From an optimization exercise on the open Yosys and OpenROAD flow, aimed at small area and a short achievable clock period; shortcuts taken in it are not production practice. Only simulation tests tie the RTL to the original design; equivalence was not proved. No activity file was given, so power comes from the tool's default toggle rates.

## flow/design.v (module list and top-level ports; edited modules follow where they fit)
// module single_cycle: 142 lines
// module regfile: 24 lines
// module multiply_extension: 685 lines
// module lsu: 143 lines
// module memory: 28 lines
module single_cycle (
    input  logic        i_clk,
    input  logic        i_reset,
    input  logic [31:0] i_io_sw,
    input  logic [31:0] i_inst,
    output logic [31:0] o_io_ledr,
    output logic [31:0] o_io_ledg,
    output logic [31:0] o_io_lcd,
    output logic [6:0]  o_io_hex0,
    output logic [6:0]  o_io_hex1,
    output logic [6:0]  o_io_hex2,
    output logic [6:0]  o_io_hex3,
    output logic [6:0]  o_io_hex4,
    output logic [6:0]  o_io_hex5,
    output logic [6:0]  o_io_hex6,
    output logic [6:0]  o_io_hex7,
    output logic [31:0] o_pc_debug,
    output logic        o_insn_vld
);
  // ...
==> flow/run.sh <==
#!/bin/bash
# synth_recipe.tcl (not shown) runs the flow's synth.tcl, then flattens the netlist and writes it again
# the make line also repeats each setting of config.mk as NAME=value (left out here)
make -C /OpenROAD-flow-scripts/flow DESIGN_CONFIG=/design/flow/config.mk WORK_HOME=/design/flow/orfs CLKGATE_MAP_FILE= SYNTH_SCRIPT=/design/flow/synth_recipe.tcl finish
==> flow/config.mk <==
export PLATFORM = sky130hd
export DESIGN_NAME = single_cycle
export DESIGN_NICKNAME = single_cycle
export VERILOG_FILES = /design/flow/design.v
export SDC_FILE = /design/flow/constraint.sdc
export NUM_CORES = 4
export LEC_CHECK = 0
export CAP_MARGIN = 30
export CORE_MARGIN = 2
export CORE_UTILIZATION = 30
export SLEW_MARGIN = 40
==> flow/constraint.sdc <==
create_clock -name core_clock -period 33.0 [get_ports {i_clk}]
set_input_delay 6.6000 -clock core_clock [delete_from_list [all_inputs] [get_ports {i_clk}]]
set_output_delay 6.6000 -clock core_clock [all_outputs]
set_load 0.01 [all_outputs]
==> flow_summary.toml, run 1 <==
[outcome]
status = "complete, no violations"

[grt]
antenna_found_initial = 32
grt_pass1_wl_microns = 754000
grt_start_max_net_pins = 148

[cts]
htreeDepth = 5
clockBufferDepth = 4
post_cts_resized = 0

[pwr]
combPwrFrac_pct = 59.7
pg_clk_uw = 2960
power_uw = 16700
p_clk_share_pct = 17.8

[finish]
nFillCells = 43900
seq_cells = 2200
comb.multi_input.count = 9184
drive_above_1_share_pct = 21.3
diodes = 19
multi_input_area_share_pct = 48.0
num-nets-final = 13100
syn2layout_area_growth_pct = 14.3
buffers = 618

[setup_path]
worst_path_most_repeated_cell = "buf_4"
critical_path_arrival_ns = 18.11
crit_cells = 30
cpLargestDelayFamily = "buffers and inverters"

[drt]
first_pass_iters = 9
top_layer_used = "met5"
postRouteWirelength_microns = 523000
wl_met1_microns = 214000
viasPerCell = 5.70
remaining_drc_errors = 0

[place]
gp_congestion = 1.01
post-place-ws_ns = 14.98

[sta]
fin_setup_tns_ns = 0
period_needed_ns = 17.32
drv_slew = 0
max_slew_margin_pct = 30.8
worst_pin_slew_ns = 1.04

[synthesis]
yosysTopAreaCellShare_pct = 40.8
ys_top_cells_by_count = "dfrtp_1, nand2_1, mux2_2, o21ai_0, clkbuf_1"
synth.area.mux_share_pct = 23.3

[flow_run]
max_cap_viol_count = 0

[worst_hold_path]
holdPathStages = 2
hp-class = "flip-flop to flip-flop"

[die]
die_y_microns = 666
==> module single_cycle, before the edit <==
module single_cycle (
    input  logic        i_clk,
    input  logic        i_reset,
    input  logic [31:0] i_io_sw,
    input  logic [31:0] i_inst,
    output logic [31:0] o_io_ledr,
    output logic [31:0] o_io_ledg,
    output logic [31:0] o_io_lcd,
    output logic [6:0]  o_io_hex0,
    output logic [6:0]  o_io_hex1,
    output logic [6:0]  o_io_hex2,
    output logic [6:0]  o_io_hex3,
    output logic [6:0]  o_io_hex4,
    output logic [6:0]  o_io_hex5,
    output logic [6:0]  o_io_hex6,
    output logic [6:0]  o_io_hex7,
    output logic [31:0] o_pc_debug,
    output logic        o_insn_vld
);
  logic [6:0] opc;
  logic [2:0] f3;
  logic [4:0] rd_a, rs1_a, rs2_a;
  assign opc   = i_inst[6:0];
  assign f3    = i_inst[14:12];
  assign rd_a  = i_inst[11:7];
  assign rs1_a = i_inst[19:15];
  assign rs2_a = i_inst[24:20];
  logic op_r, op_i, op_ld, op_st, op_br, op_jal, op_jalr, op_lui, op_aui;
  assign op_r    = (opc == 7'b0110011);
  assign op_i    = (opc == 7'b0010011);
  assign op_ld   = (opc == 7'b0000011);
  assign op_st   = (opc == 7'b0100011);
  assign op_br   = (opc == 7'b1100011);
  assign op_jal  = (opc == 7'b1101111);
  assign op_jalr = (opc == 7'b1100111);
  assign op_lui  = (opc == 7'b0110111);
  assign op_aui  = (opc == 7'b0010111);
  assign o_insn_vld = op_r | op_i | op_ld | op_st | op_br | op_jal | op_lui | op_aui;
  logic        i31;
  logic        sx_i;        
  logic [31:0] imm_i, imm_ld, imm_s, imm_b, imm_j, imm_u;
  assign i31    = i_inst[31];
  assign sx_i   = ~f3[0] | (f3[2] & f3[1]);
  assign imm_i  = {{20{i31 & sx_i}}, i_inst[31:20]};
  assign imm_ld = {20'b0, i_inst[31:20]};
  assign imm_s  = {{20{i31}}, i_inst[31:25], i_inst[11:7]};
  assign imm_b  = {{20{i31}}, i_inst[7], i_inst[30:25], i_inst[11:8], 1'b0};
  assign imm_j  = {{12{i31}}, i_inst[19:12], i_inst[20], i_inst[30:21], 1'b0};
  assign imm_u  = {i_inst[31:12], 12'b0};
  logic [31:0] rs1, rs2, wb;
  logic        rd_we;
  regfile u_rf (
    .i_clk(i_clk), .i_reset(i_reset),
    .i_rs1_addr(rs1_a), .i_rs2_addr(rs2_a),
    .i_rd_addr(rd_a), .i_rd_data(wb), .i_rd_wren(rd_we),
    .o_rs1_data(rs1), .o_rs2_data(rs2)
  );
  logic [31:0] opb;
  logic        sub;
  logic [32:0] sum33;
  logic [31:0] sum;
  logic        lt_u, lt_s, eq;
  assign opb   = op_i ? imm_i : rs2;
  assign sub   = op_br | ((op_r | op_i) & ~f3[2] & f3[1])
               | (op_r & (f3 == 3'b000) & i_inst[30] & ~i_inst[25]);
  assign sum33 = {1'b0, rs1} + {1'b0, opb ^ {32{sub}}} + {32'b0, sub};
  assign sum   = sum33[31:0];
  assign lt_u  = ~sum33[32];
  assign lt_s  = (rs1[31] ^ opb[31]) ? rs1[31] : sum[31];
  assign eq    = (rs1 == rs2);
  logic        shl;
  logic [31:0] sh_in, sh_out, sh_rev;
  logic [4:0]  shamt;
  assign shl   = ~f3[2];
  assign shamt = opb[4:0];
  always_comb begin
    for (int k = 0; k < 32; k++) sh_rev[k] = rs1[31-k];
  end
  assign sh_in = shl ? sh_rev : rs1;
  logic [63:0] sh_wide;
  assign sh_wide = {{32{i_inst[30] & rs1[31] & ~shl}}, sh_in} >> shamt;
  assign sh_out  = sh_wide[31:0];
  logic [31:0] sll_res;
  always_comb begin
    for (int k = 0; k < 32; k++) sll_res[k] = sh_out[31-k];
  end
  logic [31:0] mul;
  multiply_extension u_mul (.a(rs1[15:0]), .b(rs2[15:0]), .p(mul));
  logic [31:0] alu;
  always_comb begin
    case (f3)
      3'b000: alu = (op_r & i_inst[25]) ? mul : sum;
      3'b001: alu = sll_res;
      3'b010: alu = {31'b0, lt_s};
      3'b011: alu = {31'b0, lt_u};
      3'b100: alu = rs1 ^ opb;
      3'b101: alu = sh_out;
      3'b110: alu = rs1 | opb;
      default: alu = rs1 & opb;
    endcase
  end
  logic [31:0] pc4, pc_imm, pc_next;
  logic        taken;
  assign pc4    = o_pc_debug + 32'd4;
  assign pc_imm = o_pc_debug + (op_jal ? imm_j : op_aui ? imm_u : imm_b);
  always_comb begin
    case (f3)
      3'b000: taken = eq;
      3'b001: taken = ~eq;
      3'b100: taken = lt_s;
      3'b101: taken = ~lt_s;
      3'b110: taken = lt_u;
      3'b111: taken = ~lt_u;
      default: taken = 1'b1;
    endcase
  end
  logic [31:0] addr, ld_val;
  assign addr = rs1 + (op_st ? imm_s : op_ld ? imm_ld : imm_i);
  assign pc_next = (op_jal | (op_br & taken)) ? pc_imm :
                   op_jalr                    ? addr   : pc4;
  always_ff @(posedge i_clk or negedge i_reset) begin
    if (~i_reset) o_pc_debug <= 32'b0;
    else          o_pc_debug <= pc_next;
  end
  lsu u_lsu (
    .i_clk(i_clk), .i_reset(i_reset),
    .i_addr(addr), .i_rs1(rs1), .i_imm(op_st ? imm_s : imm_ld), .i_rs2(rs2), .i_st(op_st), .i_func3(f3),
    .i_io_sw(i_io_sw), .o_ld_data(ld_val),
    .o_io_ledr(o_io_ledr), .o_io_ledg(o_io_ledg), .o_io_lcd(o_io_lcd),
    .o_io_hex0(o_io_hex0), .o_io_hex1(o_io_hex1), .o_io_hex2(o_io_hex2), .o_io_hex3(o_io_hex3),
    .o_io_hex4(o_io_hex4), .o_io_hex5(o_io_hex5), .o_io_hex6(o_io_hex6), .o_io_hex7(o_io_hex7)
  );
  assign rd_we = ~(op_st | op_br);
  always_comb begin
    if (op_ld)                 wb = ld_val;
    else if (op_jal | op_jalr) wb = pc4;
    else if (op_lui)           wb = imm_u;
    else if (op_aui)           wb = pc_imm;
    else if (op_r | op_i)      wb = alu;
    else                       wb = sum;
  end
endmodule
==> module regfile, before the edit <==
module regfile (
  input  logic        i_clk,
  input  logic        i_reset,
  input  logic [4:0]  i_rs1_addr,
  input  logic [4:0]  i_rs2_addr,
  input  logic [4:0]  i_rd_addr,
  input  logic [31:0] i_rd_data,
  input  logic        i_rd_wren,
  output logic [31:0] o_rs1_data,
  output logic [31:0] o_rs2_data
);
  logic [1023:0] regs;
  assign regs[31:0] = 32'b0;
  for (genvar i = 1; i < 32; i++) begin : g_reg
    logic [31:0] q;
    always_ff @(posedge i_clk or negedge i_reset) begin
      if (~i_reset)                              q <= 32'b0;
      else if (i_rd_wren && i_rd_addr == 5'(i))  q <= i_rd_data;
    end
    assign regs[32*i +: 32] = q;
  end
  assign o_rs1_data = regs[32*i_rs1_addr +: 32];
  assign o_rs2_data = regs[32*i_rs2_addr +: 32];
endmodule
==> module memory, before the edit <==
module memory (
  input  logic       i_clk,
  input  logic       i_reset,
  input  logic [4:0] i_idx0, i_idx1, i_idx2, i_idx3,
  input  logic [3:0] i_we,
  input  logic [7:0] i_wd0, i_wd1, i_wd2, i_wd3,
  output logic [7:0] o_rd0, o_rd1, o_rd2, o_rd3
);
  logic [4:0] idx [4];
  logic [7:0] wd  [4];
  assign idx[0] = i_idx0; assign idx[1] = i_idx1; assign idx[2] = i_idx2; assign idx[3] = i_idx3;
  assign wd[0]  = i_wd0;  assign wd[1]  = i_wd1;  assign wd[2]  = i_wd2;  assign wd[3]  = i_wd3;
  logic [255:0] lane [4];    
  for (genvar j = 0; j < 4; j++) begin : g_lane
    for (genvar i = 0; i < 32; i++) begin : g_word
      logic [7:0] q;
      always_ff @(posedge i_clk or negedge i_reset) begin
        if (~i_reset)                        q <= 8'b0;
        else if (i_we[j] && idx[j] == 5'(i)) q <= wd[j];
      end
      assign lane[j][8*i +: 8] = q;
    end
  end
  assign o_rd0 = lane[0][8*i_idx0 +: 8];
  assign o_rd1 = lane[1][8*i_idx1 +: 8];
  assign o_rd2 = lane[2][8*i_idx2 +: 8];
  assign o_rd3 = lane[3][8*i_idx3 +: 8];
endmodule
==> run 2, diff against run 1 <==
==> flow/design.v (replaced) <==
module single_cycle (
    input  logic        i_clk,
    input  logic        i_reset,
    input  logic [31:0] i_io_sw,
    input  logic [31:0] i_inst,
    output logic [31:0] o_io_ledr,
    output logic [31:0] o_io_ledg,
    output logic [31:0] o_io_lcd,
    output logic [6:0]  o_io_hex0,
    output logic [6:0]  o_io_hex1,
    output logic [6:0]  o_io_hex2,
    output logic [6:0]  o_io_hex3,
    output logic [6:0]  o_io_hex4,
    output logic [6:0]  o_io_hex5,
    output logic [6:0]  o_io_hex6,
    output logic [6:0]  o_io_hex7,
    output logic [31:0] o_pc_debug,
    output logic        o_insn_vld
);
  logic [6:0] opc;
  logic [2:0] f3;
  logic [4:0] rd_a, rs1_a, rs2_a;
  assign opc   = i_inst[6:0];
  assign f3    = i_inst[14:12];
  assign rd_a  = i_inst[11:7];
  assign rs1_a = i_inst[19:15];
  assign rs2_a = i_inst[24:20];
  logic op_r, op_i, op_ld, op_st, op_br, op_jal, op_jalr, op_lui, op_aui;
  assign op_r    = (opc == 7'b0110011);
  assign op_i    = (opc == 7'b0010011);
  assign op_ld   = (opc == 7'b0000011);
  assign op_st   = (opc == 7'b0100011);
  assign op_br   = (opc == 7'b1100011);
  assign op_jal  = (opc == 7'b1101111);
  assign op_jalr = (opc == 7'b1100111);
  assign op_lui  = (opc == 7'b0110111);
  assign op_aui  = (opc == 7'b0010111);
  assign o_insn_vld = op_r | op_i | op_ld | op_st | op_br | op_jal | op_lui | op_aui;
  logic        i31;
  logic        sx_i;        
  logic [31:0] imm_i, imm_ld, imm_s, imm_b, imm_j, imm_u;
  assign i31    = i_inst[31];
  assign sx_i   = ~f3[0] | (f3[2] & f3[1]);
  assign imm_i  = {{20{i31 & sx_i}}, i_inst[31:20]};
  assign imm_ld = {20'b0, i_inst[31:20]};
  assign imm_s  = {{20{i31}}, i_inst[31:25], i_inst[11:7]};
  assign imm_b  = {{20{i31}}, i_inst[7], i_inst[30:25], i_inst[11:8], 1'b0};
  assign imm_j  = {{12{i31}}, i_inst[19:12], i_inst[20], i_inst[30:21], 1'b0};
  assign imm_u  = {i_inst[31:12], 12'b0};
  logic [31:0] rs1, rs2, wb;
  logic        rd_we;
  regfile u_rf (
    .i_clk(i_clk), .i_reset(i_reset),
    .i_rs1_addr(rs1_a), .i_rs2_addr(rs2_a),
    .i_rd_addr(rd_a), .i_rd_data(wb), .i_rd_wren(rd_we),
    .o_rs1_data(rs1), .o_rs2_data(rs2)
  );
  logic [31:0] opb;
  logic        sub;
  logic [32:0] sum33;
  logic [31:0] sum;
  logic        lt_u, lt_s, eq;
  logic        use_imm;
  logic [31:0] imm_x;
  assign use_imm = op_i | op_ld | op_st | op_jalr;
  assign imm_x   = op_st ? imm_s : op_ld ? imm_ld : imm_i;
  assign opb     = use_imm ? imm_x : rs2;
  assign sub   = op_br | ((op_r | op_i) & ~f3[2] & f3[1])
               | (op_r & (f3 == 3'b000) & i_inst[30] & ~i_inst[25]);
  assign sum33 = {1'b0, rs1} + {1'b0, opb ^ {32{sub}}} + {32'b0, sub};
  assign sum   = sum33[31:0];
  assign lt_u  = ~sum33[32];
  assign lt_s  = (rs1[31] ^ opb[31]) ? rs1[31] : sum[31];
  assign eq    = (rs1 == rs2);
  logic        shl;
  logic [31:0] sh_in, sh_out, sh_rev;
  logic [4:0]  shamt;
  assign shl   = ~f3[2];
  assign shamt = opb[4:0];
  always_comb begin
    for (int k = 0; k < 32; k++) sh_rev[k] = rs1[31-k];
  end
  assign sh_in = shl ? sh_rev : rs1;
  logic [63:0] sh_wide;
  assign sh_wide = {{32{i_inst[30] & rs1[31] & ~shl}}, sh_in} >> shamt;
  assign sh_out  = sh_wide[31:0];
  logic [31:0] sll_res;
  always_comb begin
    for (int k = 0; k < 32; k++) sll_res[k] = sh_out[31-k];
  end
  logic [31:0] mul;
  multiply_extension u_mul (.a(rs1[15:0]), .b(rs2[15:0]), .p(mul));
  logic is_ri, s_mul, s_sum;
  assign is_ri = op_r | op_i;
  assign s_mul = op_r & (f3 == 3'b000) & i_inst[25];
  assign s_sum = (is_ri & (f3 == 3'b000) & ~s_mul) |
                 ~(is_ri | op_ld | op_jal | op_jalr | op_lui | op_aui);
  logic [31:0] pc4, pc_imm, pc_next;
  logic        taken;
  assign pc4    = o_pc_debug + 32'd4;
  assign pc_imm = o_pc_debug + (op_jal ? imm_j : op_aui ? imm_u : imm_b);
  always_comb begin
    case (f3)
      3'b000: taken = eq;
      3'b001: taken = ~eq;
      3'b100: taken = lt_s;
      3'b101: taken = ~lt_s;
      3'b110: taken = lt_u;
      3'b111: taken = ~lt_u;
      default: taken = 1'b1;
    endcase
  end
  logic [31:0] addr, ld_val;
  assign addr = sum;    
  assign pc_next = (op_jal | (op_br & taken)) ? pc_imm :
                   op_jalr                    ? addr   : pc4;
  always_ff @(posedge i_clk or negedge i_reset) begin
    if (~i_reset) o_pc_debug <= 32'b0;
    else          o_pc_debug <= pc_next;
  end
  lsu u_lsu (
    .i_clk(i_clk), .i_reset(i_reset),
    .i_addr(addr), .i_rs1(rs1), .i_imm(imm_x), .i_rs2(rs2), .i_st(op_st), .i_func3(f3),
    .i_io_sw(i_io_sw), .o_ld_data(ld_val),
    .o_io_ledr(o_io_ledr), .o_io_ledg(o_io_ledg), .o_io_lcd(o_io_lcd),
    .o_io_hex0(o_io_hex0), .o_io_hex1(o_io_hex1), .o_io_hex2(o_io_hex2), .o_io_hex3(o_io_hex3),
    .o_io_hex4(o_io_hex4), .o_io_hex5(o_io_hex5), .o_io_hex6(o_io_hex6), .o_io_hex7(o_io_hex7)
  );
  assign rd_we = ~(op_st | op_br);
  always_comb begin
    wb = ({32{op_ld}}                       & ld_val)
       | ({32{op_jal | op_jalr}}            & pc4)
       | ({32{op_lui}}                      & imm_u)
       | ({32{op_aui}}                      & pc_imm)
       | ({32{s_mul}}                       & mul)
       | ({32{s_sum}}                       & sum)
       | ({32{is_ri & (f3 == 3'b001)}}      & sll_res)
       | ({32{is_ri & (f3 == 3'b010)}}      & {31'b0, lt_s})
       | ({32{is_ri & (f3 == 3'b011)}}      & {31'b0, lt_u})
       | ({32{is_ri & (f3 == 3'b100)}}      & (rs1 ^ opb))
       | ({32{is_ri & (f3 == 3'b101)}}      & sh_out)
       | ({32{is_ri & (f3 == 3'b110)}}      & (rs1 | opb))
       | ({32{is_ri & (f3 == 3'b111)}}      & (rs1 & opb));
  end
endmodule
module regfile (
  input  logic        i_clk,
  input  logic        i_reset,
  input  logic [4:0]  i_rs1_addr,
  input  logic [4:0]  i_rs2_addr,
  input  logic [4:0]  i_rd_addr,
  input  logic [31:0] i_rd_data,
  input  logic        i_rd_wren,
  output logic [31:0] o_rs1_data,
  output logic [31:0] o_rs2_data
);
  logic [1023:0] regs;
  assign regs[31:0] = 32'b0;
  for (genvar i = 1; i < 32; i++) begin : g_reg
    logic [31:0] q;
    always_ff @(posedge i_clk or negedge i_reset) begin
      if (~i_reset)                              q <= 32'b0;
      else if (i_rd_wren && i_rd_addr == 5'(i))  q <= i_rd_data;
    end
    assign regs[32*i +: 32] = q;
  end
  logic [31:0] sel1, sel2;
  assign sel1 = 32'b1 << i_rs1_addr;
  assign sel2 = 32'b1 << i_rs2_addr;
  always_comb begin
    o_rs1_data = 32'b0;
    o_rs2_data = 32'b0;
    for (int i = 1; i < 32; i++) begin
      o_rs1_data = o_rs1_data | ({32{sel1[i]}} & regs[32*i +: 32]);
      o_rs2_data = o_rs2_data | ({32{sel2[i]}} & regs[32*i +: 32]);
    end
  end
endmodule
module multiply_extension (
  input  wire [15:0] a,
  input  wire [15:0] b,
  output wire [31:0] p
);
  wire one0 = b[0] ^ 1'b0;
  wire two0 = (b[1] & ~b[0] & ~1'b0) | (~b[1] & b[0] & 1'b0);
  wire neg0 = b[1];
  wire pp_0_0 = ((one0 & a[0]) | (two0 & 1'b0)) ^ neg0;
  wire pp_0_1 = ((one0 & a[1]) | (two0 & a[0])) ^ neg0;
  wire pp_0_2 = ((one0 & a[2]) | (two0 & a[1])) ^ neg0;
  wire pp_0_3 = ((one0 & a[3]) | (two0 & a[2])) ^ neg0;
  wire pp_0_4 = ((one0 & a[4]) | (two0 & a[3])) ^ neg0;
  wire pp_0_5 = ((one0 & a[5]) | (two0 & a[4])) ^ neg0;
  wire pp_0_6 = ((one0 & a[6]) | (two0 & a[5])) ^ neg0;
  wire pp_0_7 = ((one0 & a[7]) | (two0 & a[6])) ^ neg0;
  wire pp_0_8 = ((one0 & a[8]) | (two0 & a[7])) ^ neg0;
  wire pp_0_9 = ((one0 & a[9]) | (two0 & a[8])) ^ neg0;
  wire pp_0_10 = ((one0 & a[10]) | (two0 & a[9])) ^ neg0;
  wire pp_0_11 = ((one0 & a[11]) | (two0 & a[10])) ^ neg0;
  wire pp_0_12 = ((one0 & a[12]) | (two0 & a[11])) ^ neg0;
  wire pp_0_13 = ((one0 & a[13]) | (two0 & a[12])) ^ neg0;
  wire pp_0_14 = ((one0 & a[14]) | (two0 & a[13])) ^ neg0;
  wire pp_0_15 = ((one0 & a[15]) | (two0 & a[14])) ^ neg0;
  wire pp_0_16 = ~(((one0 & a[15]) | (two0 & a[15])) ^ neg0);
  wire one1 = b[2] ^ b[1];
  wire two1 = (b[3] & ~b[2] & ~b[1]) | (~b[3] & b[2] & b[1]);
  wire neg1 = b[3];
  wire pp_1_0 = ((one1 & a[0]) | (two1 & 1'b0)) ^ neg1;
  wire pp_1_1 = ((one1 & a[1]) | (two1 & a[0])) ^ neg1;
  wire pp_1_2 = ((one1 & a[2]) | (two1 & a[1])) ^ neg1;
  wire pp_1_3 = ((one1 & a[3]) | (two1 & a[2])) ^ neg1;
  wire pp_1_4 = ((one1 & a[4]) | (two1 & a[3])) ^ neg1;
  wire pp_1_5 = ((one1 & a[5]) | (two1 & a[4])) ^ neg1;
  wire pp_1_6 = ((one1 & a[6]) | (two1 & a[5])) ^ neg1;
  wire pp_1_7 = ((one1 & a[7]) | (two1 & a[6])) ^ neg1;
  wire pp_1_8 = ((one1 & a[8]) | (two1 & a[7])) ^ neg1;
  wire pp_1_9 = ((one1 & a[9]) | (two1 & a[8])) ^ neg1;
  wire pp_1_10 = ((one1 & a[10]) | (two1 & a[9])) ^ neg1;
  wire pp_1_11 = ((one1 & a[11]) | (two1 & a[10])) ^ neg1;
  wire pp_1_12 = ((one1 & a[12]) | (two1 & a[11])) ^ neg1;
  wire pp_1_13 = ((one1 & a[13]) | (two1 & a[12])) ^ neg1;
  wire pp_1_14 = ((one1 & a[14]) | (two1 & a[13])) ^ neg1;
  wire pp_1_15 = ((one1 & a[15]) | (two1 & a[14])) ^ neg1;
  wire pp_1_16 = ~(((one1 & a[15]) | (two1 & a[15])) ^ neg1);
  wire one2 = b[4] ^ b[3];
  wire two2 = (b[5] & ~b[4] & ~b[3]) | (~b[5] & b[4] & b[3]);
  wire neg2 = b[5];
  wire pp_2_0 = ((one2 & a[0]) | (two2 & 1'b0)) ^ neg2;
  wire pp_2_1 = ((one2 & a[1]) | (two2 & a[0])) ^ neg2;
  wire pp_2_2 = ((one2 & a[2]) | (two2 & a[1])) ^ neg2;
  wire pp_2_3 = ((one2 & a[3]) | (two2 & a[2])) ^ neg2;
  wire pp_2_4 = ((one2 & a[4]) | (two2 & a[3])) ^ neg2;
  wire pp_2_5 = ((one2 & a[5]) | (two2 & a[4])) ^ neg2;
  wire pp_2_6 = ((one2 & a[6]) | (two2 & a[5])) ^ neg2;
  wire pp_2_7 = ((one2 & a[7]) | (two2 & a[6])) ^ neg2;
  wire pp_2_8 = ((one2 & a[8]) | (two2 & a[7])) ^ neg2;
  wire pp_2_9 = ((one2 & a[9]) | (two2 & a[8])) ^ neg2;
  wire pp_2_10 = ((one2 & a[10]) | (two2 & a[9])) ^ neg2;
  wire pp_2_11 = ((one2 & a[11]) | (two2 & a[10])) ^ neg2;
  wire pp_2_12 = ((one2 & a[12]) | (two2 & a[11])) ^ neg2;
  wire pp_2_13 = ((one2 & a[13]) | (two2 & a[12])) ^ neg2;
  wire pp_2_14 = ((one2 & a[14]) | (two2 & a[13])) ^ neg2;
  wire pp_2_15 = ((one2 & a[15]) | (two2 & a[14])) ^ neg2;
  wire pp_2_16 = ~(((one2 & a[15]) | (two2 & a[15])) ^ neg2);
  wire one3 = b[6] ^ b[5];
  wire two3 = (b[7] & ~b[6] & ~b[5]) | (~b[7] & b[6] & b[5]);
  wire neg3 = b[7];
  wire pp_3_0 = ((one3 & a[0]) | (two3 & 1'b0)) ^ neg3;
  wire pp_3_1 = ((one3 & a[1]) | (two3 & a[0])) ^ neg3;
  wire pp_3_2 = ((one3 & a[2]) | (two3 & a[1])) ^ neg3;
  wire pp_3_3 = ((one3 & a[3]) | (two3 & a[2])) ^ neg3;
  wire pp_3_4 = ((one3 & a[4]) | (two3 & a[3])) ^ neg3;
  wire pp_3_5 = ((one3 & a[5]) | (two3 & a[4])) ^ neg3;
  wire pp_3_6 = ((one3 & a[6]) | (two3 & a[5])) ^ neg3;
  wire pp_3_7 = ((one3 & a[7]) | (two3 & a[6])) ^ neg3;
  wire pp_3_8 = ((one3 & a[8]) | (two3 & a[7])) ^ neg3;
  wire pp_3_9 = ((one3 & a[9]) | (two3 & a[8])) ^ neg3;
  wire pp_3_10 = ((one3 & a[10]) | (two3 & a[9])) ^ neg3;
  wire pp_3_11 = ((one3 & a[11]) | (two3 & a[10])) ^ neg3;
  wire pp_3_12 = ((one3 & a[12]) | (two3 & a[11])) ^ neg3;
  wire pp_3_13 = ((one3 & a[13]) | (two3 & a[12])) ^ neg3;
  wire pp_3_14 = ((one3 & a[14]) | (two3 & a[13])) ^ neg3;
  wire pp_3_15 = ((one3 & a[15]) | (two3 & a[14])) ^ neg3;
  wire pp_3_16 = ~(((one3 & a[15]) | (two3 & a[15])) ^ neg3);
  wire one4 = b[8] ^ b[7];
  wire two4 = (b[9] & ~b[8] & ~b[7]) | (~b[9] & b[8] & b[7]);
  wire neg4 = b[9];
  wire pp_4_0 = ((one4 & a[0]) | (two4 & 1'b0)) ^ neg4;
  wire pp_4_1 = ((one4 & a[1]) | (two4 & a[0])) ^ neg4;
  wire pp_4_2 = ((one4 & a[2]) | (two4 & a[1])) ^ neg4;
  wire pp_4_3 = ((one4 & a[3]) | (two4 & a[2])) ^ neg4;
  wire pp_4_4 = ((one4 & a[4]) | (two4 & a[3])) ^ neg4;
  wire pp_4_5 = ((one4 & a[5]) | (two4 & a[4])) ^ neg4;
  wire pp_4_6 = ((one4 & a[6]) | (two4 & a[5])) ^ neg4;
  wire pp_4_7 = ((one4 & a[7]) | (two4 & a[6])) ^ neg4;
  wire pp_4_8 = ((one4 & a[8]) | (two4 & a[7])) ^ neg4;
  wire pp_4_9 = ((one4 & a[9]) | (two4 & a[8])) ^ neg4;
  wire pp_4_10 = ((one4 & a[10]) | (two4 & a[9])) ^ neg4;
  wire pp_4_11 = ((one4 & a[11]) | (two4 & a[10])) ^ neg4;
  wire pp_4_12 = ((one4 & a[12]) | (two4 & a[11])) ^ neg4;
  wire pp_4_13 = ((one4 & a[13]) | (two4 & a[12])) ^ neg4;
  wire pp_4_14 = ((one4 & a[14]) | (two4 & a[13])) ^ neg4;
  wire pp_4_15 = ((one4 & a[15]) | (two4 & a[14])) ^ neg4;
  wire pp_4_16 = ~(((one4 & a[15]) | (two4 & a[15])) ^ neg4);
  wire one5 = b[10] ^ b[9];
  wire two5 = (b[11] & ~b[10] & ~b[9]) | (~b[11] & b[10] & b[9]);
  wire neg5 = b[11];
  wire pp_5_0 = ((one5 & a[0]) | (two5 & 1'b0)) ^ neg5;
  wire pp_5_1 = ((one5 & a[1]) | (two5 & a[0])) ^ neg5;
  wire pp_5_2 = ((one5 & a[2]) | (two5 & a[1])) ^ neg5;
  wire pp_5_3 = ((one5 & a[3]) | (two5 & a[2])) ^ neg5;
  wire pp_5_4 = ((one5 & a[4]) | (two5 & a[3])) ^ neg5;
  wire pp_5_5 = ((one5 & a[5]) | (two5 & a[4])) ^ neg5;
  wire pp_5_6 = ((one5 & a[6]) | (two5 & a[5])) ^ neg5;
  wire pp_5_7 = ((one5 & a[7]) | (two5 & a[6])) ^ neg5;
  wire pp_5_8 = ((one5 & a[8]) | (two5 & a[7])) ^ neg5;
  wire pp_5_9 = ((one5 & a[9]) | (two5 & a[8])) ^ neg5;
  wire pp_5_10 = ((one5 & a[10]) | (two5 & a[9])) ^ neg5;
  wire pp_5_11 = ((one5 & a[11]) | (two5 & a[10])) ^ neg5;
  wire pp_5_12 = ((one5 & a[12]) | (two5 & a[11])) ^ neg5;
  wire pp_5_13 = ((one5 & a[13]) | (two5 & a[12])) ^ neg5;
  wire pp_5_14 = ((one5 & a[14]) | (two5 & a[13])) ^ neg5;
  wire pp_5_15 = ((one5 & a[15]) | (two5 & a[14])) ^ neg5;
  wire pp_5_16 = ~(((one5 & a[15]) | (two5 & a[15])) ^ neg5);
  wire one6 = b[12] ^ b[11];
  wire two6 = (b[13] & ~b[12] & ~b[11]) | (~b[13] & b[12] & b[11]);
  wire neg6 = b[13];
  wire pp_6_0 = ((one6 & a[0]) | (two6 & 1'b0)) ^ neg6;
  wire pp_6_1 = ((one6 & a[1]) | (two6 & a[0])) ^ neg6;
  wire pp_6_2 = ((one6 & a[2]) | (two6 & a[1])) ^ neg6;
  wire pp_6_3 = ((one6 & a[3]) | (two6 & a[2])) ^ neg6;
  wire pp_6_4 = ((one6 & a[4]) | (two6 & a[3])) ^ neg6;
  wire pp_6_5 = ((one6 & a[5]) | (two6 & a[4])) ^ neg6;
  wire pp_6_6 = ((one6 & a[6]) | (two6 & a[5])) ^ neg6;
  wire pp_6_7 = ((one6 & a[7]) | (two6 & a[6])) ^ neg6;
  wire pp_6_8 = ((one6 & a[8]) | (two6 & a[7])) ^ neg6;
  wire pp_6_9 = ((one6 & a[9]) | (two6 & a[8])) ^ neg6;
  wire pp_6_10 = ((one6 & a[10]) | (two6 & a[9])) ^ neg6;
  wire pp_6_11 = ((one6 & a[11]) | (two6 & a[10])) ^ neg6;
  wire pp_6_12 = ((one6 & a[12]) | (two6 & a[11])) ^ neg6;
  wire pp_6_13 = ((one6 & a[13]) | (two6 & a[12])) ^ neg6;
  wire pp_6_14 = ((one6 & a[14]) | (two6 & a[13])) ^ neg6;
  wire pp_6_15 = ((one6 & a[15]) | (two6 & a[14])) ^ neg6;
  wire pp_6_16 = ~(((one6 & a[15]) | (two6 & a[15])) ^ neg6);
  wire one7 = b[14] ^ b[13];
  wire two7 = (b[15] & ~b[14] & ~b[13]) | (~b[15] & b[14] & b[13]);
  wire neg7 = b[15];
  wire pp_7_0 = ((one7 & a[0]) | (two7 & 1'b0)) ^ neg7;
  wire pp_7_1 = ((one7 & a[1]) | (two7 & a[0])) ^ neg7;
  wire pp_7_2 = ((one7 & a[2]) | (two7 & a[1])) ^ neg7;
  wire pp_7_3 = ((one7 & a[3]) | (two7 & a[2])) ^ neg7;
  wire pp_7_4 = ((one7 & a[4]) | (two7 & a[3])) ^ neg7;
  wire pp_7_5 = ((one7 & a[5]) | (two7 & a[4])) ^ neg7;
  wire pp_7_6 = ((one7 & a[6]) | (two7 & a[5])) ^ neg7;
  wire pp_7_7 = ((one7 & a[7]) | (two7 & a[6])) ^ neg7;
  wire pp_7_8 = ((one7 & a[8]) | (two7 & a[7])) ^ neg7;
  wire pp_7_9 = ((one7 & a[9]) | (two7 & a[8])) ^ neg7;
  wire pp_7_10 = ((one7 & a[10]) | (two7 & a[9])) ^ neg7;
  wire pp_7_11 = ((one7 & a[11]) | (two7 & a[10])) ^ neg7;
  wire pp_7_12 = ((one7 & a[12]) | (two7 & a[11])) ^ neg7;
  wire pp_7_13 = ((one7 & a[13]) | (two7 & a[12])) ^ neg7;
  wire pp_7_14 = ((one7 & a[14]) | (two7 & a[13])) ^ neg7;
  wire pp_7_15 = ((one7 & a[15]) | (two7 & a[14])) ^ neg7;
  wire pp_7_16 = ~(((one7 & a[15]) | (two7 & a[15])) ^ neg7);
  wire s1 = pp_0_10 ^ pp_1_8;
  wire c2 = pp_0_10 & pp_1_8;
  wire s3 = pp_0_11 ^ pp_1_9;
  wire c4 = pp_0_11 & pp_1_9;
  wire s5 = pp_0_12 ^ pp_1_10 ^ pp_2_8;
  wire c6 = (pp_0_12 & pp_1_10) | (pp_0_12 & pp_2_8) | (pp_1_10 & pp_2_8);
  wire s7 = pp_3_6 ^ pp_4_4;
  wire c8 = pp_3_6 & pp_4_4;
  wire s9 = pp_0_13 ^ pp_1_11 ^ pp_2_9;
  wire c10 = (pp_0_13 & pp_1_11) | (pp_0_13 & pp_2_9) | (pp_1_11 & pp_2_9);
  wire s11 = pp_3_7 ^ pp_4_5;
  wire c12 = pp_3_7 & pp_4_5;
  wire s13 = pp_0_14 ^ pp_1_12 ^ pp_2_10;
  wire c14 = (pp_0_14 & pp_1_12) | (pp_0_14 & pp_2_10) | (pp_1_12 & pp_2_10);
  wire s15 = pp_3_8 ^ pp_4_6 ^ pp_5_4;
  wire c16 = (pp_3_8 & pp_4_6) | (pp_3_8 & pp_5_4) | (pp_4_6 & pp_5_4);
  wire s17 = pp_6_2 ^ pp_7_0;
  wire c18 = pp_6_2 & pp_7_0;
  wire s19 = pp_0_15 ^ pp_1_13 ^ pp_2_11;
  wire c20 = (pp_0_15 & pp_1_13) | (pp_0_15 & pp_2_11) | (pp_1_13 & pp_2_11);
  wire s21 = pp_3_9 ^ pp_4_7 ^ pp_5_5;
  wire c22 = (pp_3_9 & pp_4_7) | (pp_3_9 & pp_5_5) | (pp_4_7 & pp_5_5);
  wire s23 = pp_6_3 ^ pp_7_1;
  wire c24 = pp_6_3 & pp_7_1;
  wire s25 = pp_0_16 ^ pp_1_14 ^ pp_2_12;
  wire c26 = (pp_0_16 & pp_1_14) | (pp_0_16 & pp_2_12) | (pp_1_14 & pp_2_12);
  wire s27 = pp_3_10 ^ pp_4_8 ^ pp_5_6;
  wire c28 = (pp_3_10 & pp_4_8) | (pp_3_10 & pp_5_6) | (pp_4_8 & pp_5_6);
  wire s29 = pp_6_4 ^ pp_7_2 ^ 1'b1;
  wire c30 = (pp_6_4 & pp_7_2) | (pp_6_4 & 1'b1) | (pp_7_2 & 1'b1);
  wire s31 = pp_1_15 ^ pp_2_13 ^ pp_3_11;
  wire c32 = (pp_1_15 & pp_2_13) | (pp_1_15 & pp_3_11) | (pp_2_13 & pp_3_11);
  wire s33 = pp_4_9 ^ pp_5_7 ^ pp_6_5;
  wire c34 = (pp_4_9 & pp_5_7) | (pp_4_9 & pp_6_5) | (pp_5_7 & pp_6_5);
  wire s35 = pp_7_3 ^ 1'b1;
  wire c36 = pp_7_3 & 1'b1;
  wire s37 = pp_1_16 ^ pp_2_14 ^ pp_3_12;
  wire c38 = (pp_1_16 & pp_2_14) | (pp_1_16 & pp_3_12) | (pp_2_14 & pp_3_12);
  wire s39 = pp_4_10 ^ pp_5_8 ^ pp_6_6;
  wire c40 = (pp_4_10 & pp_5_8) | (pp_4_10 & pp_6_6) | (pp_5_8 & pp_6_6);
  wire s41 = pp_2_15 ^ pp_3_13 ^ pp_4_11;
  wire c42 = (pp_2_15 & pp_3_13) | (pp_2_15 & pp_4_11) | (pp_3_13 & pp_4_11);
  wire s43 = pp_5_9 ^ pp_6_7;
  wire c44 = pp_5_9 & pp_6_7;
  wire s45 = pp_2_16 ^ pp_3_14 ^ pp_4_12;
  wire c46 = (pp_2_16 & pp_3_14) | (pp_2_16 & pp_4_12) | (pp_3_14 & pp_4_12);
  wire s47 = pp_3_15 ^ pp_4_13;
  wire c48 = pp_3_15 & pp_4_13;
  wire s49 = pp_0_6 ^ pp_1_4;
  wire c50 = pp_0_6 & pp_1_4;
  wire s51 = pp_0_7 ^ pp_1_5;
  wire c52 = pp_0_7 & pp_1_5;
  wire s53 = pp_0_8 ^ pp_1_6 ^ pp_2_4;
  wire c54 = (pp_0_8 & pp_1_6) | (pp_0_8 & pp_2_4) | (pp_1_6 & pp_2_4);
  wire s55 = pp_3_2 ^ pp_4_0;
  wire c56 = pp_3_2 & pp_4_0;
  wire s57 = pp_0_9 ^ pp_1_7 ^ pp_2_5;
  wire c58 = (pp_0_9 & pp_1_7) | (pp_0_9 & pp_2_5) | (pp_1_7 & pp_2_5);
  wire s59 = pp_3_3 ^ pp_4_1;
  wire c60 = pp_3_3 & pp_4_1;
  wire s61 = pp_2_6 ^ pp_3_4 ^ pp_4_2;
  wire c62 = (pp_2_6 & pp_3_4) | (pp_2_6 & pp_4_2) | (pp_3_4 & pp_4_2);
  wire s63 = pp_5_0 ^ neg5 ^ s1;
  wire c64 = (pp_5_0 & neg5) | (pp_5_0 & s1) | (neg5 & s1);
  wire s65 = pp_2_7 ^ pp_3_5 ^ pp_4_3;
  wire c66 = (pp_2_7 & pp_3_5) | (pp_2_7 & pp_4_3) | (pp_3_5 & pp_4_3);
  wire s67 = pp_5_1 ^ s3 ^ c2;
  wire c68 = (pp_5_1 & s3) | (pp_5_1 & c2) | (s3 & c2);
  wire s69 = pp_5_2 ^ pp_6_0 ^ neg6;
  wire c70 = (pp_5_2 & pp_6_0) | (pp_5_2 & neg6) | (pp_6_0 & neg6);
  wire s71 = s5 ^ s7 ^ c4;
  wire c72 = (s5 & s7) | (s5 & c4) | (s7 & c4);
  wire s73 = pp_5_3 ^ pp_6_1 ^ s9;
  wire c74 = (pp_5_3 & pp_6_1) | (pp_5_3 & s9) | (pp_6_1 & s9);
  wire s75 = s11 ^ c6 ^ c8;
  wire c76 = (s11 & c6) | (s11 & c8) | (c6 & c8);
  wire s77 = neg7 ^ s13 ^ s15;
  wire c78 = (neg7 & s13) | (neg7 & s15) | (s13 & s15);
  wire s79 = s17 ^ c10 ^ c12;
  wire c80 = (s17 & c10) | (s17 & c12) | (c10 & c12);
  wire s81 = s19 ^ s21 ^ s23;
  wire c82 = (s19 & s21) | (s19 & s23) | (s21 & s23);
  wire s83 = c14 ^ c16 ^ c18;
  wire c84 = (c14 & c16) | (c14 & c18) | (c16 & c18);
  wire s85 = s25 ^ s27 ^ s29;
  wire c86 = (s25 & s27) | (s25 & s29) | (s27 & s29);
  wire s87 = c20 ^ c22 ^ c24;
  wire c88 = (c20 & c22) | (c20 & c24) | (c22 & c24);
  wire s89 = s31 ^ s33 ^ s35;
  wire c90 = (s31 & s33) | (s31 & s35) | (s33 & s35);
  wire s91 = c26 ^ c28 ^ c30;
  wire c92 = (c26 & c28) | (c26 & c30) | (c28 & c30);
  wire s93 = pp_7_4 ^ s37 ^ s39;
  wire c94 = (pp_7_4 & s37) | (pp_7_4 & s39) | (s37 & s39);
  wire s95 = c32 ^ c34 ^ c36;
  wire c96 = (c32 & c34) | (c32 & c36) | (c34 & c36);
  wire s97 = pp_7_5 ^ 1'b1 ^ s41;
  wire c98 = (pp_7_5 & 1'b1) | (pp_7_5 & s41) | (1'b1 & s41);
  wire s99 = s43 ^ c38 ^ c40;
  wire c100 = (s43 & c38) | (s43 & c40) | (c38 & c40);
  wire s101 = pp_5_10 ^ pp_6_8 ^ pp_7_6;
  wire c102 = (pp_5_10 & pp_6_8) | (pp_5_10 & pp_7_6) | (pp_6_8 & pp_7_6);
  wire s103 = s45 ^ c42 ^ c44;
  wire c104 = (s45 & c42) | (s45 & c44) | (c42 & c44);
  wire s105 = pp_5_11 ^ pp_6_9 ^ pp_7_7;
  wire c106 = (pp_5_11 & pp_6_9) | (pp_5_11 & pp_7_7) | (pp_6_9 & pp_7_7);
  wire s107 = 1'b1 ^ s47 ^ c46;
  wire c108 = (1'b1 & s47) | (1'b1 & c46) | (s47 & c46);
  wire s109 = pp_3_16 ^ pp_4_14 ^ pp_5_12;
  wire c110 = (pp_3_16 & pp_4_14) | (pp_3_16 & pp_5_12) | (pp_4_14 & pp_5_12);
  wire s111 = pp_6_10 ^ pp_7_8 ^ c48;
  wire c112 = (pp_6_10 & pp_7_8) | (pp_6_10 & c48) | (pp_7_8 & c48);
  wire s113 = pp_4_15 ^ pp_5_13 ^ pp_6_11;
  wire c114 = (pp_4_15 & pp_5_13) | (pp_4_15 & pp_6_11) | (pp_5_13 & pp_6_11);
  wire s115 = pp_7_9 ^ 1'b1;
  wire c116 = pp_7_9 & 1'b1;
  wire s117 = pp_4_16 ^ pp_5_14 ^ pp_6_12;
  wire c118 = (pp_4_16 & pp_5_14) | (pp_4_16 & pp_6_12) | (pp_5_14 & pp_6_12);
  wire s119 = pp_5_15 ^ pp_6_13;
  wire c120 = pp_5_15 & pp_6_13;
  wire s121 = pp_0_4 ^ pp_1_2;
  wire c122 = pp_0_4 & pp_1_2;
  wire s123 = pp_0_5 ^ pp_1_3;
  wire c124 = pp_0_5 & pp_1_3;
  wire s125 = pp_2_2 ^ pp_3_0 ^ neg3;
  wire c126 = (pp_2_2 & pp_3_0) | (pp_2_2 & neg3) | (pp_3_0 & neg3);
  wire s127 = pp_2_3 ^ pp_3_1 ^ s51;
  wire c128 = (pp_2_3 & pp_3_1) | (pp_2_3 & s51) | (pp_3_1 & s51);
  wire s129 = neg4 ^ s53 ^ s55;
  wire c130 = (neg4 & s53) | (neg4 & s55) | (s53 & s55);
  wire s131 = s57 ^ s59 ^ c54;
  wire c132 = (s57 & s59) | (s57 & c54) | (s59 & c54);
  wire s133 = s61 ^ s63 ^ c58;
  wire c134 = (s61 & s63) | (s61 & c58) | (s63 & c58);
  wire s135 = s65 ^ s67 ^ c62;
  wire c136 = (s65 & s67) | (s65 & c62) | (s67 & c62);
  wire s137 = s69 ^ s71 ^ c66;
  wire c138 = (s69 & s71) | (s69 & c66) | (s71 & c66);
  wire s139 = s73 ^ s75 ^ c70;
  wire c140 = (s73 & s75) | (s73 & c70) | (s75 & c70);
  wire s141 = s77 ^ s79 ^ c74;
  wire c142 = (s77 & s79) | (s77 & c74) | (s79 & c74);
  wire s143 = s81 ^ s83 ^ c78;
  wire c144 = (s81 & s83) | (s81 & c78) | (s83 & c78);
  wire s145 = s85 ^ s87 ^ c82;
  wire c146 = (s85 & s87) | (s85 & c82) | (s87 & c82);
  wire s147 = s89 ^ s91 ^ c86;
  wire c148 = (s89 & s91) | (s89 & c86) | (s91 & c86);
  wire s149 = s93 ^ s95 ^ c90;
  wire c150 = (s93 & s95) | (s93 & c90) | (s95 & c90);
  wire s151 = s97 ^ s99 ^ c94;
  wire c152 = (s97 & s99) | (s97 & c94) | (s99 & c94);
  wire s153 = s101 ^ s103 ^ c98;
  wire c154 = (s101 & s103) | (s101 & c98) | (s103 & c98);
  wire s155 = s105 ^ s107 ^ c102;
  wire c156 = (s105 & s107) | (s105 & c102) | (s107 & c102);
  wire s157 = s109 ^ s111 ^ c106;
  wire c158 = (s109 & s111) | (s109 & c106) | (s111 & c106);
  wire s159 = s113 ^ s115 ^ c110;
  wire c160 = (s113 & s115) | (s113 & c110) | (s115 & c110);
  wire s161 = pp_7_10 ^ s117 ^ c114;
  wire c162 = (pp_7_10 & s117) | (pp_7_10 & c114) | (s117 & c114);
  wire s163 = pp_7_11 ^ 1'b1 ^ s119;
  wire c164 = (pp_7_11 & 1'b1) | (pp_7_11 & s119) | (1'b1 & s119);
  wire s165 = pp_5_16 ^ pp_6_14 ^ pp_7_12;
  wire c166 = (pp_5_16 & pp_6_14) | (pp_5_16 & pp_7_12) | (pp_6_14 & pp_7_12);
  wire s167 = pp_6_15 ^ pp_7_13;
  wire c168 = pp_6_15 & pp_7_13;
  wire s169 = pp_0_2 ^ pp_1_0;
  wire c170 = pp_0_2 & pp_1_0;
  wire s171 = pp_0_3 ^ pp_1_1;
  wire c172 = pp_0_3 & pp_1_1;
  wire s173 = pp_2_0 ^ neg2 ^ s121;
  wire c174 = (pp_2_0 & neg2) | (pp_2_0 & s121) | (neg2 & s121);
  wire s175 = pp_2_1 ^ s123 ^ c122;
  wire c176 = (pp_2_1 & s123) | (pp_2_1 & c122) | (s123 & c122);
  wire s177 = s49 ^ s125 ^ c124;
  wire c178 = (s49 & s125) | (s49 & c124) | (s125 & c124);
  wire s179 = c50 ^ s127 ^ c126;
  wire c180 = (c50 & s127) | (c50 & c126) | (s127 & c126);
  wire s181 = c52 ^ s129 ^ c128;
  wire c182 = (c52 & s129) | (c52 & c128) | (s129 & c128);
  wire s183 = c56 ^ s131 ^ c130;
  wire c184 = (c56 & s131) | (c56 & c130) | (s131 & c130);
  wire s185 = c60 ^ s133 ^ c132;
  wire c186 = (c60 & s133) | (c60 & c132) | (s133 & c132);
  wire s187 = c64 ^ s135 ^ c134;
  wire c188 = (c64 & s135) | (c64 & c134) | (s135 & c134);
  wire s189 = c68 ^ s137 ^ c136;
  wire c190 = (c68 & s137) | (c68 & c136) | (s137 & c136);
  wire s191 = c72 ^ s139 ^ c138;
  wire c192 = (c72 & s139) | (c72 & c138) | (s139 & c138);
  wire s193 = c76 ^ s141 ^ c140;
  wire c194 = (c76 & s141) | (c76 & c140) | (s141 & c140);
  wire s195 = c80 ^ s143 ^ c142;
  wire c196 = (c80 & s143) | (c80 & c142) | (s143 & c142);
  wire s197 = c84 ^ s145 ^ c144;
  wire c198 = (c84 & s145) | (c84 & c144) | (s145 & c144);
  wire s199 = c88 ^ s147 ^ c146;
  wire c200 = (c88 & s147) | (c88 & c146) | (s147 & c146);
  wire s201 = c92 ^ s149 ^ c148;
  wire c202 = (c92 & s149) | (c92 & c148) | (s149 & c148);
  wire s203 = c96 ^ s151 ^ c150;
  wire c204 = (c96 & s151) | (c96 & c150) | (s151 & c150);
  wire s205 = c100 ^ s153 ^ c152;
  wire c206 = (c100 & s153) | (c100 & c152) | (s153 & c152);
  wire s207 = c104 ^ s155 ^ c154;
  wire c208 = (c104 & s155) | (c104 & c154) | (s155 & c154);
  wire s209 = c108 ^ s157 ^ c156;
  wire c210 = (c108 & s157) | (c108 & c156) | (s157 & c156);
  wire s211 = c112 ^ s159 ^ c158;
  wire c212 = (c112 & s159) | (c112 & c158) | (s159 & c158);
  wire s213 = c116 ^ s161 ^ c160;
  wire c214 = (c116 & s161) | (c116 & c160) | (s161 & c160);
  wire s215 = c118 ^ s163 ^ c162;
  wire c216 = (c118 & s163) | (c118 & c162) | (s163 & c162);
  wire s217 = c120 ^ s165 ^ c164;
  wire c218 = (c120 & s165) | (c120 & c164) | (s165 & c164);
  wire s219 = 1'b1 ^ s167 ^ c166;
  wire c220 = (1'b1 & s167) | (1'b1 & c166) | (s167 & c166);
  wire s221 = pp_6_16 ^ pp_7_14 ^ c168;
  wire c222 = (pp_6_16 & pp_7_14) | (pp_6_16 & c168) | (pp_7_14 & c168);
  wire s223 = pp_7_15 ^ 1'b1;
  wire c224 = pp_7_15 & 1'b1;
  wire [31:0] row0 = {1'b1, pp_7_16, s223, s221, s219, s217, s215, s213, s211, s209, s207, s205, s203, s201, s199, s197, s195, s193, s191, s189, s187, s185, s183, s181, s179, s177, s175, s173, s171, neg1, pp_0_1, pp_0_0};
  wire [31:0] row1 = {1'b0, c224, c222, c220, c218, c216, c214, c212, c210, c208, c206, c204, c202, c200, c198, c196, c194, c192, c190, c188, c186, c184, c182, c180, c178, c176, c174, c172, c170, s169, 1'b0, neg0};
  assign p = row0 + row1;
endmodule
module lsu (
  input  logic        i_clk,
  input  logic        i_reset,
  input  logic [31:0] i_addr,     
  input  logic [31:0] i_rs1,
  input  logic [31:0] i_imm,
  input  logic [31:0] i_rs2,
  input  logic        i_st,
  input  logic [2:0]  i_func3,
  input  logic [31:0] i_io_sw,
  output logic [31:0] o_ld_data,
  output logic [31:0] o_io_ledr,
  output logic [31:0] o_io_ledg,
  output logic [31:0] o_io_lcd,
  output logic [6:0]  o_io_hex0,
  output logic [6:0]  o_io_hex1,
  output logic [6:0]  o_io_hex2,
  output logic [6:0]  o_io_hex3,
  output logic [6:0]  o_io_hex4,
  output logic [6:0]  o_io_hex5,
  output logic [6:0]  o_io_hex6,
  output logic [6:0]  o_io_hex7
);
  logic [1:0] off;
  logic [1:0] a2;
  logic       cin;
  logic [4:0] wa, wb, wp, wg;
  assign a2  = i_rs1[1:0] + i_imm[1:0];
  assign off = a2;
  assign cin = (i_rs1[1] & i_imm[1]) | ((i_rs1[1] ^ i_imm[1]) & i_rs1[0] & i_imm[0]);
  assign wa  = i_rs1[6:2];
  assign wb  = i_imm[6:2];
  assign wp  = wa ^ wb;
  assign wg  = wa & wb;
  logic is_b, is_h, is_w;
  assign is_b = (i_func3 == 3'b000) | (i_func3 == 3'b100);
  assign is_h = (i_func3 == 3'b001) | (i_func3 == 3'b101);
  assign is_w = (i_func3 == 3'b010);
  logic [31:0] d;
  assign d = is_b ? {24'b0, i_rs2[7:0]} : is_h ? {16'b0, i_rs2[15:0]} : i_rs2;
  logic        st_dmem;
  logic [3:0]  lane_we;
  logic [31:0] oh_w;       
  logic [31:0] sel [4];
  logic [7:0]  lane_wd [4];
  logic [7:0]  lane_rd [4];
  assign st_dmem = i_st & ~i_addr[28];
  always_comb begin
    for (int k = 0; k < 32; k++) begin
      logic ok;
      ok = 1'b1;
      for (int i = 0; i < 5; i++) begin
        logic kb, cexp;
        kb = k[i];
        if (i == 0) cexp = cin;
        else        cexp = wg[i-1] | (wp[i-1] & ~k[i-1]);
        ok = ok & ~(wp[i] ^ kb ^ cexp);
      end
      oh_w[k] = ok;
    end
  end
  always_comb begin
    for (int j = 0; j < 4; j++) begin
      sel[j]     = (j < off) ? {oh_w[30:0], oh_w[31]} : oh_w;
      lane_we[j] = st_dmem & ((is_b & (off == j)) |
                              (is_h & (off != 2'd1) & ((off == j) | (off == 2'(j - 1)))) |
                              (is_w & (off != 2'd1)));
    end
    for (int j = 0; j < 4; j++) lane_wd[j] = d[8*(2'(j - off)) +: 8];
  end
  memory u_mem (
    .i_clk(i_clk), .i_reset(i_reset),
    .i_sel0(sel[0]), .i_sel1(sel[1]), .i_sel2(sel[2]), .i_sel3(sel[3]),
    .i_we(lane_we),
    .i_wd0(lane_wd[0]), .i_wd1(lane_wd[1]), .i_wd2(lane_wd[2]), .i_wd3(lane_wd[3]),
    .o_rd0(lane_rd[0]), .o_rd1(lane_rd[1]), .o_rd2(lane_rd[2]), .o_rd3(lane_rd[3])
  );
  logic [7:0]  bt [4];
  logic [31:0] mval;
  always_comb begin
    for (int k = 0; k < 4; k++) bt[k] = lane_rd[2'(off + k)];
    case (i_func3)
      3'b000:  mval = {{24{bt[0][7]}}, bt[0]};
      3'b001:  mval = {{16{bt[1][7]}}, bt[1], bt[0]};
      3'b010:  mval = {bt[3], bt[2], bt[1], bt[0]};
      3'b100:  mval = {24'b0, bt[0]};
      3'b101:  mval = {16'b0, bt[1], bt[0]};
      default: mval = 32'b0;
    endcase
  end
  assign o_ld_data = ~i_addr[28] ? mval :
                     (i_addr[16] & ~i_addr[13]) ? i_io_sw : 32'b0;
  logic       st_io;
  logic [3:0] bm;
  assign st_io = i_st & i_addr[28] & ~i_addr[16];
  always_comb begin
    bm = 4'b0000;
    if (is_b) bm = 4'b0001 << off;
    else if (is_h) case (off)
      2'd0: bm = 4'b0011;
      2'd1: bm = 4'b0110;
      2'd2: bm = 4'b1100;
      default: bm = 4'b1000;
    endcase
    else if (is_w) case (off)
      2'd0: bm = 4'b1111;
      2'd1: bm = 4'b1110;
      2'd2: bm = 4'b1100;
      default: bm = 4'b1000;
    endcase
  end
  logic [27:0] hex_new;
  always_comb begin
    case (bm)
      4'b0001: hex_new = {21'b0, d[6:0]};
      4'b0010: hex_new = {14'b0, d[6:0], 7'b0};
      4'b0100: hex_new = {7'b0, d[6:0], 14'b0};
      4'b1000: hex_new = {d[6:0], 21'b0};
      4'b0011: hex_new = {14'b0, d[14:8], d[6:0]};
      4'b1100: hex_new = {d[14:8], d[6:0], 14'b0};
      4'b1111: hex_new = {d[30:24], d[22:16], d[14:8], d[6:0]};
      default: hex_new = {28{1'b1}};
    endcase
  end
  logic [3:0] hex_we;
  always_comb begin
    case (bm)
      4'b0001: hex_we = 4'b0001;
      4'b0010: hex_we = 4'b0010;
      4'b0100: hex_we = 4'b0100;
      4'b1000: hex_we = 4'b1000;
      default: hex_we = 4'b1111;
    endcase
  end
  logic we_ledr, we_ledg, we_h03, we_h47, we_lcd;
  assign we_ledr = st_io & (i_addr[14:12] == 3'b000);
  assign we_ledg = st_io & (i_addr[14:12] == 3'b001);
  assign we_h03  = st_io & (i_addr[14:12] == 3'b010);
  assign we_h47  = st_io & (i_addr[14:12] == 3'b011);
  assign we_lcd  = st_io & (i_addr[14:12] == 3'b100);
  always_ff @(posedge i_clk or negedge i_reset) begin
    if (~i_reset) begin
      o_io_ledr <= 32'b0;
      o_io_ledg <= 32'b0;
      o_io_lcd  <= 32'b0;
      o_io_hex0 <= 7'h7F; o_io_hex1 <= 7'h7F; o_io_hex2 <= 7'h7F; o_io_hex3 <= 7'h7F;
      o_io_hex4 <= 7'h7F; o_io_hex5 <= 7'h7F; o_io_hex6 <= 7'h7F; o_io_hex7 <= 7'h7F;
    end else begin
      if (we_ledr) o_io_ledr <= d;
      if (we_ledg) o_io_ledg <= d;
      if (we_lcd)  o_io_lcd  <= d;
      if (we_h03 & hex_we[0]) o_io_hex0 <= hex_new[6:0];
      if (we_h03 & hex_we[1]) o_io_hex1 <= hex_new[13:7];
      if (we_h03 & hex_we[2]) o_io_hex2 <= hex_new[20:14];
      if (we_h03 & hex_we[3]) o_io_hex3 <= hex_new[27:21];
      if (we_h47 & hex_we[0]) o_io_hex4 <= hex_new[6:0];
      if (we_h47 & hex_we[1]) o_io_hex5 <= hex_new[13:7];
      if (we_h47 & hex_we[2]) o_io_hex6 <= hex_new[20:14];
      if (we_h47 & hex_we[3]) o_io_hex7 <= hex_new[27:21];
    end
  end
endmodule
module memory (
  input  logic       i_clk,
  input  logic       i_reset,
  input  logic [31:0] i_sel0, i_sel1, i_sel2, i_sel3,    
  input  logic [3:0] i_we,
  input  logic [7:0] i_wd0, i_wd1, i_wd2, i_wd3,
  output logic [7:0] o_rd0, o_rd1, o_rd2, o_rd3
);
  logic [31:0] sel [4];
  logic [7:0] wd  [4];
  assign sel[0] = i_sel0; assign sel[1] = i_sel1; assign sel[2] = i_sel2; assign sel[3] = i_sel3;
  assign wd[0]  = i_wd0;  assign wd[1]  = i_wd1;  assign wd[2]  = i_wd2;  assign wd[3]  = i_wd3;
  logic [255:0] lane [4];    
  for (genvar j = 0; j < 4; j++) begin : g_lane
    for (genvar i = 0; i < 32; i++) begin : g_word
      logic [7:0] q;
      always_ff @(posedge i_clk or negedge i_reset) begin
        if (~i_reset)                        q <= 8'b0;
        else if (i_we[j] && sel[j][i])       q <= wd[j];
      end
      assign lane[j][8*i +: 8] = q;
    end
  end
  logic [7:0]  rd  [4];
  always_comb begin
    for (int j = 0; j < 4; j++) begin
      rd[j]  = 8'b0;
      for (int i = 0; i < 32; i++) rd[j] = rd[j] | ({8{sel[j][i]}} & lane[j][8*i +: 8]);
    end
  end
  assign o_rd0 = rd[0];
  assign o_rd1 = rd[1];
  assign o_rd2 = rd[2];
  assign o_rd3 = rd[3];
endmodule
==> flow/flow/run.sh (new file) <==
#!/bin/bash
# The standard layout (standard.sh) with these differences:
#  - synthesis leaves full adders to ABC (ADDER_MAP_FILE empty), so ABC sees the multiplier's
#    carry-save tree as logic and maps the whole path for delay; registers are unchanged;
#  - every input and output port still gets its own buffer, but a buf_1 instead of a delay cell
#    (repair upsizes the ones on critical paths);
#  - CTS with clkbuf_16 leaves of at most 20 sinks, without dummy loads;
#  - repair_timing aims for more setup slack than the 33 ns clock needs (19 ns up to CTS,
#    18.7 ns after global routing), so critical paths get sized and buffered.
# The clock period and the SDC are the design's.
set -euo pipefail
CTS="-sink_clustering_enable -repair_clock_nets -dont_use_dummy_load -buf_list sky130_fd_sc_hd__clkbuf_16 -sink_clustering_size 20 -sink_clustering_max_diameter 60"
PORTS="-inputs -outputs -buffer_cell sky130_fd_sc_hd__buf_1"
bash standard.sh ADDER_MAP_FILE= "BUFFER_PORTS_ARGS=$PORTS" "CTS_ARGS=$CTS" SETUP_SLACK_MARGIN=19 cts > standard_flow_cts.log 2>&1
bash standard.sh ADDER_MAP_FILE= "BUFFER_PORTS_ARGS=$PORTS" "CTS_ARGS=$CTS" SETUP_SLACK_MARGIN=18.7 finish > standard_flow_finish.log 2>&1
==> flow/standard.sh (new file) <==
#!/bin/bash
# synth_recipe.tcl (not shown) runs the flow's synth.tcl, then flattens the netlist and writes it again
# the make line also repeats each setting of config.mk as NAME=value (left out here)
make -C /OpenROAD-flow-scripts/flow DESIGN_CONFIG=/design/flow/config.mk WORK_HOME=/design/flow/orfs CLKGATE_MAP_FILE= SYNTH_SCRIPT=/design/flow/synth_recipe.tcl "${@:-finish}"
==> flow/config.mk (replaced) <==
export PLATFORM = sky130hd
export DESIGN_NAME = single_cycle
export DESIGN_NICKNAME = single_cycle
export VERILOG_FILES = /design/flow/design.v
export SDC_FILE = /design/flow/constraint.sdc
export NUM_CORES = 4
export LEC_CHECK = 0
export CAP_MARGIN = 20
export CORE_MARGIN = 2
export CORE_UTILIZATION = 40
export CTS_BUF_LIST = sky130_fd_sc_hd__clkbuf_16
export CTS_CLUSTER_DIAMETER = 60
export CTS_CLUSTER_SIZE = 20
export SLEW_MARGIN = 20
export TNS_END_PERCENT = 0
removed: flow/run.sh
==> run 2 against run 1 <==
Effect of this change: routed wire length rose by 27%; utilization rose by 11 points; clock skew rose by 0.080 ns; final cell count fell by 5.2%; still clean on timing, DRC and antenna; largest power group unchanged; non-clock buffer count rose by 297; fmax rose by 19%; critical path type unchanged; clock-buffer cell count fell by 187; die area fell by 28%; largest cell class unchanged; combinational power fell by 15%; sequential power rose by 2%; worst hold slack improved by 0.0024 ns.
==> flow_summary.toml, run 2 <==
[setup_path]
critPathMaxFanout = 33
crit_type = "input pin to flip-flop"
cp-end-kind = "flip-flop"
critical_path_arrival_ns = 15.37

[grt]
antenna_found_initial = 61
grt.overflow.total = 0
grt_pass1_vias = 112000
grt_start_max_net_pins = 183
grt_pass1_wl_microns = 911000

[synthesis]
synth-edff-count = 0
synth_seq_area_share_pct = 44.0
syn_area_sq_um = 125000
yosysTopAreaCellShare_pct = 42.8
synth_most_common_cell = "nand2_1"
async_reset_ff_share_pct = 100
synth_cells = 13500
avgSynthCellArea_sq_um = 9.30
ys_top_cells_by_count = "nand2_1, dfrtp_1, o21ai_0, mux2_2, a22oi_1"
yosysWarnings = 15
ys_ff_latch = 2200
syn_nets = 13500

[drt]
wl_per_cell_microns = 37.7
viasPerCell = 6.97
postRouteWirelength_microns = 664000
drt_iter0_drc = 22400
vias = 123000
met3_length_microns = 97900
ant_nets = 0
wl_met1_microns = 242000
first_pass_iters = 10
top_layer_used = "met5"
wl_met2_microns = 263000
remaining_drc_errors = 0

[finish]
syn2layout_area_growth_pct = 12.3
largest_register = "u_lsu.u_mem.g_lane.g_word.q"
finish.utilization_pct = 45.2
mostFrequentLayoutCells = "nand2_1, dfrtp_1, o21ai_0"
largest_reg_flops = 1024
final_common_cell = "nand2_1"
drive_above_1_share_pct = 19.6
num-nets-final = 13500

[outcome]
status = "complete, no violations"

[cts]
numCtsBuffers = 192
worst_skew_pair.late_latency_ns = 0.97
clockBufferDepth = 4
htreeDepth = 4
cts.sinks = 2200
holdBufCountCts = 0
cts_root_buffer = "clkbuf_16"

[die]
core_area_sq_um = 312000
ios = 251
die_width_microns = 564
die_y_microns = 564

[sta]
max_freq_ghz = 0.0686
setup_viol = 0
worst_pin_slew_ns = 1.33
fin_setup_tns_ns = 0
drv_slew = 0
max_slew_margin_pct = 10.6
period_needed_ns = 14.57

[pwr]
combPwrFrac_pct = 59.0
p_clk_share_pct = 14.4
p_per_area_nw_per_um2 = 102
p_int_uw = 6750
irDropWorstVdd_uv = 369
switching_share_pct = 52.8

[place]
io_buffer_count = 250
gp_congestion = 1.08
dp_hpwl_microns = 430000

[flow_run]
max_cap_viol_count = 0

[worst_hold_path]
hp-class = "flip-flop to flip-flop"
run 2: cell count changes in the layout (fill, tap and decap cells not counted), moves of 243 or more:
| cell | delta |
|---|---|
| a22oi_1 | +813 |
| mux2i_1 | -494 |
| mux4_2 | -424 |
| nand2_1 | +359 |
| and3_1 | +321 |
| a21oi_1 | -268 |
| buf_4 | +243 |
run 2: path summary, 6_finish.rpt:
path                                                  startpoint                                     to  slack, ns  cells after the start
min reg2reg                u_lsu.u_mem.g_lane[2].g_word[18].q[6]  u_lsu.u_mem.g_lane[2].g_word[18].q[6]       0.48                      2
min                        u_lsu.u_mem.g_lane[2].g_word[18].q[6]  u_lsu.u_mem.g_lane[2].g_word[18].q[6]       0.48                      2
min in group asynchronous                                i_reset                    u_rf.g_reg[5].q[15]       5.81                      1
max in group asynchronous                                i_reset  u_lsu.u_mem.g_lane[1].g_word[29].q[1]      20.87                      8
max reg2reg                                  u_rf.g_reg[28].q[0]                   u_rf.g_reg[21].q[21]      24.64                     26
max                                                   i_inst[15]                   u_rf.g_reg[28].q[17]      18.43                     28
run 2: timing repair:
item | in CTS | in global routing
pin swaps | 64 | 31
setup endpoints to repair | 2200 | 2177
gates resized for setup | 341 | 185
setup buffers | 110 | 40
cloned | 7 | 2
run 2: worst max-delay path: stages:
cell and delay [ns]:
clkbuf_2 0.11, buf_12 0.26, nand2b_2 0.29, buf_6 0.24, nor2_4 0.07, buf_6 0.22
a2111oi_2 0.54, nand3_1 0.22, nor4_4 0.29, buf_4 0.51, xnor2_2 0.22, xnor2_4 0.45
and2_1 0.35, and3_1 0.89, nand2_1 0.21, o21ai_4 0.28, a22oi_1 0.15, nand4_1 0.25
or4_1 0.37, mux2i_1 0.13, o21ai_0 0.49, o211a_4 0.36, a21oi_1 0.06, o21ai_0 0.50
nand2_2 0.45, o2111ai_2 0.46, nand2_1 0.11, nand2_1 0.10
run 2: logic make-up (layout without fill, tap and decap cells):
family | count (synthesis) | after routing | share of synthesized area [%]
and+or+nand+nor | 4602 | 4605 | 16.9
AOI/OAI and AO/OA | 3576 | 3578 | 19.2
DFF | 2200 | 2200 | 44.0
buffers and inverters | 1273 | 1201 | 4.34
muxes | 1253 | 1253 | 11.3
xor gates and xnor gates | 477 | 477 | 3.61
adders and majority gates | 98 | 98 | 0.793
other | 0 | 61 | 0
run 2: power groups by stage:
stage	Combinational [uW]	Sequential [uW]	Clock (uW)
floorplan	4480	3530	0
global placement	7360	3800	0
detailed placement	7360	3790	0
CTS	7720	3750	2060
global route	8680	3820	2150
finish	8450	3810	2060
run 2: through the flow:
| stage | area (sq um) | instances | setup slack [ns] | total power (uW) | hold WS [ns] |
|---|---|---|---|---|---|
| after floorplan | 125000 | 13500 | 18.99 | 8010 | 0.446 |
| after global placement | 132000 | 17200 | 15.62 | 11200 | 0.459 |
| after detailed placement | 132000 | 17200 | 15.47 | 11200 | 0.464 |
| after CTS | 139000 | 17500 | 18.63 | 13500 | 0.483 |
| after global routing | 141000 | 17600 | 18.37 | 14700 | 0.496 |
| final | 141000 | 17600 | 18.43 | 14300 | 0.479 |
run 2: layout make-up:
class                           count  area (sq um)
Fill cell                       30100        171000
Multi-Input combinational cell  10000         68000
Sequential cell                  2200         55100
Timing Repair Buffer              915          7270
Tap cell                         4140          5180
Clock buffer                      192          4800
Inverter                           94           353
Antenna cell                       61           153
run 2: layer usage:
layer	up-vias	track usage, %
met2	10300	55.7
li1	48900	-
met1	60500	50.8
met5	-	0.417
met4	28	29.0
met3	3052	16.6

[what the ideal ports hide]
No port has a modelled driver above. Below, the same layouts with a new extraction and two added sets of constraints.
Step 1 assumes that a clkbuf_16 drives the clock port and a buf_2 every other input.
Step 2, shift: input delay + t, output delay - t, t = (earliest + latest rising clock arrival at the registers) / 2. This alone moves slack from input paths to output paths.
Slacks: ideal / step 1 / step 2; pairs: ideal / step 1.
| run | t, ns | setup WS [ns] |
|---|---|---|
| run 1 | 1.047 | 15.676 / 15.710 / 14.663 |
| run 2 | 1.017 | 18.429 / 18.517 / 17.500 |
After both steps setup and hold are still met in every run listed.
